Source: an optimization exercise on an open RTL-to-GDS flow (aim: small area). Production flows keep margins and buffers that such runs may drop. The RTL was checked by simulation tests, not by an equivalence proof against the original design. Power is estimated from default activity; no workload was simulated.

==> flow/design.v <==
module branch_history_register #(parameter M = 4) (
    input logic clk,
    input logic reset,
    input logic branch_outcome,   
    output logic [M-1:0] bhr_out  
);
    always_ff @(posedge clk or posedge reset) begin
        if (reset)
            bhr_out <= '0;  
        else
            bhr_out <= {bhr_out[M-2:0], branch_outcome};  
    end
endmodule
module pht_nand2 (input logic a, input logic b, output logic y);
    assign y = ~(a & b);
endmodule
module pht_and2 (input logic a, input logic b, output logic y);
    assign y = a & b;
endmodule
module pht_and3 (input logic a, input logic b, input logic c, output logic y);
    assign y = a & b & c;
endmodule
module pht_nand3 (input logic a, input logic b, input logic c, output logic y);
    assign y = ~(a & b & c);
endmodule
module pht_aoi22_nand3 (input logic [1:0] s, input logic [1:0] d,
                        input logic a, input logic b, output logic y);
    logic t;
    assign t = ~((s[0] & d[0]) | (s[1] & d[1]));
    assign y = ~(a & b & t);
endmodule
module pht_aoi222 (input logic [2:0] s, input logic [2:0] d, output logic y);
    assign y = ~((s[0] & d[0]) | (s[1] & d[1]) | (s[2] & d[2]));
endmodule
module pht_counter #(parameter N = 3) (
    input  logic         clk,
    input  logic         hold,      
    input  logic         col,       
    input  logic [N-1:0] rownew,    
    output logic [N-1:0] q
);
    always_ff @(posedge clk)
        q <= (q & {N{hold}}) | ({N{col}} & rownew);
endmodule
module pht_sel8 (
    input  logic [7:0] sel,
    input  logic [7:0] d,
    output logic       y
);
    logic [1:0] t;
    pht_aoi222      g0 (.s(sel[2:0]), .d(d[2:0]), .y(t[0]));
    pht_aoi222      g1 (.s(sel[5:3]), .d(d[5:3]), .y(t[1]));
    pht_aoi22_nand3 g2 (.s(sel[7:6]), .d(d[7:6]), .a(t[0]), .b(t[1]), .y(y));
endmodule
module pht_sel16 (
    input  logic [15:0] sel,
    input  logic [15:0] d,
    output logic        y
);
    logic [5:0] t;
    logic [1:0] u;
    genvar i;
    generate
        for (i = 0; i < 5; i++) begin : g_a
            pht_aoi222 g (.s(sel[3*i +: 3]), .d(d[3*i +: 3]), .y(t[i]));
        end
    endgenerate
    pht_nand2 g5 (.a(sel[15]), .b(d[15]), .y(t[5]));
    pht_nand3 g6 (.a(t[0]), .b(t[1]), .c(t[2]), .y(u[0]));
    pht_nand3 g7 (.a(t[3]), .b(t[4]), .c(t[5]), .y(u[1]));
    assign y = u[0] | u[1];
endmodule
module pht_col #(parameter N = 3, parameter R = 8) (
    input  logic           clk,
    input  logic [R-1:0]   row_w,    
    input  logic [R-1:0]   row_r,    
    input  logic           col_w,    
    input  logic [R*N-1:0] rownew,
    output logic [N-1:0]   rd        
);
    logic [N-1:0] q [R-1:0];
    logic [R-1:0] qb [N-1:0];
    logic [R-1:0] hold;
    genvar gr, gb;
    generate
        for (gr = 0; gr < R; gr++) begin : g_r
            pht_nand2 hg (.a(row_w[gr]), .b(col_w), .y(hold[gr]));
            pht_counter #(N) ctr (
                .clk(clk), .hold(hold[gr]), .col(col_w),
                .rownew(rownew[gr*N +: N]), .q(q[gr])
            );
            for (gb = 0; gb < N; gb++) begin : g_b
                assign qb[gb][gr] = q[gr][gb];
            end
        end
        for (gb = 0; gb < N; gb++) begin : g_rd
            pht_sel8 rsel (.sel(row_r), .d(qb[gb]), .y(rd[gb]));
        end
    endgenerate
endmodule
module mnk_bit_predictor #(parameter K = 4,
                        parameter N = 2,
                        parameter M = 4
                        ) (
    input logic clk,
    input logic reset,
    input logic [K-1:0] index,
    input logic [M-1:0] bhr_in,
    input logic branch_outcome,        
    output logic prediction            
);
    localparam R = 1 << M;    
    localparam C = 1 << K;    
    logic [R-1:0] row_r [2];
    logic [R-1:0] row_w;
    logic [C-1:0] col_r, col_w;
    logic [N-1:0] nxt;
    logic [R*N-1:0] rownew;
    logic [N-1:0] rd [C-1:0];
    logic [C-1:0] rdb [N-1:0];
    logic [N-1:0] cur;
    genvar gr, gc, gb, gh;
    generate
        for (gr = 0; gr < R; gr++) begin : g_rsel
            for (gh = 0; gh < 2; gh++) begin : g_h
                pht_and3 rdec (
                    .a(gr[0] ? bhr_in[0] : ~bhr_in[0]),
                    .b(gr[1] ? bhr_in[1] : ~bhr_in[1]),
                    .c(gr[2] ? bhr_in[2] : ~bhr_in[2]),
                    .y(row_r[gh][gr])
                );
            end
            assign row_w[gr] = row_r[0][gr] | reset;
            for (gb = 0; gb < N; gb++) begin : g_rn
                pht_and3 rn (.a(row_w[gr]), .b(nxt[gb]), .c(~reset),
                             .y(rownew[gr*N + gb]));
            end
        end
        for (gc = 0; gc < C; gc++) begin : g_csel
            assign col_r[gc] = (index == K'(gc));
            assign col_w[gc] = col_r[gc] | reset;
        end
        for (gc = 0; gc < C; gc++) begin : g_c
            pht_col #(N, R) pcol (
                .clk(clk), .row_w(row_w), .row_r(row_r[gc / (C / 2)]), .col_w(col_w[gc]),
                .rownew(rownew), .rd(rd[gc])
            );
            for (gb = 0; gb < N; gb++) begin : g_b
                assign rdb[gb][gc] = rd[gc][gb];
            end
        end
        for (gb = 0; gb < N; gb++) begin : g_rd
            pht_sel16 csel (.sel(col_r), .d(rdb[gb]), .y(cur[gb]));
        end
    endgenerate
    assign prediction = cur[N-1];
    always_comb begin
        if (reset)
            nxt = '0;
        else if (branch_outcome)
            nxt = (&cur) ? cur : cur + 1'b1;
        else
            nxt = (|cur) ? cur - 1'b1 : cur;
    end
endmodule
module predictor_top #(parameter M = 3, parameter K = 4, parameter N = 3) (
    input logic clk,
    input logic reset,
    input logic [K-1:0] index,
    input logic branch_outcome,  
    output logic prediction,      
    output logic success
);
    logic [M-1:0] bhr_out;
    branch_history_register #(M) bhr_inst (
        .clk(clk),
        .reset(reset),
        .branch_outcome(branch_outcome),
        .bhr_out(bhr_out)
    );
    mnk_bit_predictor #(K, N, M) pht_inst (
        .clk(clk),
        .reset(reset),
        .index(index),
        .bhr_in(bhr_out),
        .branch_outcome(branch_outcome),
        .prediction(prediction)
    );
    assign success = ~(prediction ^ branch_outcome);
endmodule
Settings: LEC_CHECK=0, CAP_MARGIN=0, CORE_MARGIN=2, CORE_UTILIZATION=60, CTS_BUF_LIST=sky130_fd_sc_hd__clkbuf_16, CTS_CLUSTER_DIAMETER=80, CTS_CLUSTER_SIZE=30, GPL_TIMING_DRIVEN=0, PLACE_DENSITY=0.75, SLEW_MARGIN=0, SYNTH_HIERARCHICAL=1, SYNTH_MINIMUM_KEEP_SIZE=0; clock period 6.0 ns.
run.sh (not shown) runs the stock make flow with config.mk's settings and CLKGATE_MAP_FILE= SYNTH_SCRIPT=/design/flow/synth_recipe.tcl, a recipe that flattens the netlist after the stock synthesis.
Rerun with:
--- a/flow/design.v
+++ b/flow/design.v
@@ -131,10 +131,9 @@
                 );
             end
             assign row_w[gr] = row_r[0][gr] | reset;
             for (gb = 0; gb < N; gb++) begin : g_rn
-                pht_and3 rn (.a(row_w[gr]), .b(nxt[gb]), .c(~reset),
-                             .y(rownew[gr*N + gb]));
+                pht_and2 rn (.a(row_w[gr]), .b(nxt[gb]), .y(rownew[gr*N + gb]));
             end
         end
         for (gc = 0; gc < C; gc++) begin : g_csel
             assign col_r[gc] = (index == K'(gc));
The changed run passed the timing, DRC and antenna checks.
Critical path depth is lower by 5.
Clock skew is lower by 0.014 ns.
Final cell count is lower slightly.
Flip-flop and latch count is unchanged.
Combinational power is higher by well over a third.
Design area is lower slightly.
First-iteration DRC count is lower by roughly a tenth.
Worst setup slack is worse by 0.0062 ns.
Clock-buffer cell count is unchanged.
Synthesized area stays flat.
Die area barely changes.
Total power is higher by about a fifth.
Sequential share of layout area is higher by 0.76 points.

what the ideal ports hide:
No port has a modelled driver above. Below, the same layouts with a new extraction and two added sets of constraints.
Step 1 sets driving cells, clkbuf_16 on the clock port and buf_2 on the other inputs (assumed; they add their load-dependent delay and slew).
Step 2 also shifts input and output timing later by t, the mid clock arrival at the registers, as if the neighbouring blocks saw the same clock.
a / b / c = ideal ports / drivers / drivers and shift; a / b = the first two.
run | t, ns | setup slack, ns | worst setup path after step 2
the first run | 0.569 | 0.399 / 0.399 / -0.143 | input to register
the second run | 0.562 | 0.392 / 0.344 / 0.402 | input to register
Met with ideal ports but missed after step 2: setup timing in the first run. The setup slack of the first run, which loses most, moves by 0.000 ns with the drivers and by -0.542 ns with both steps.
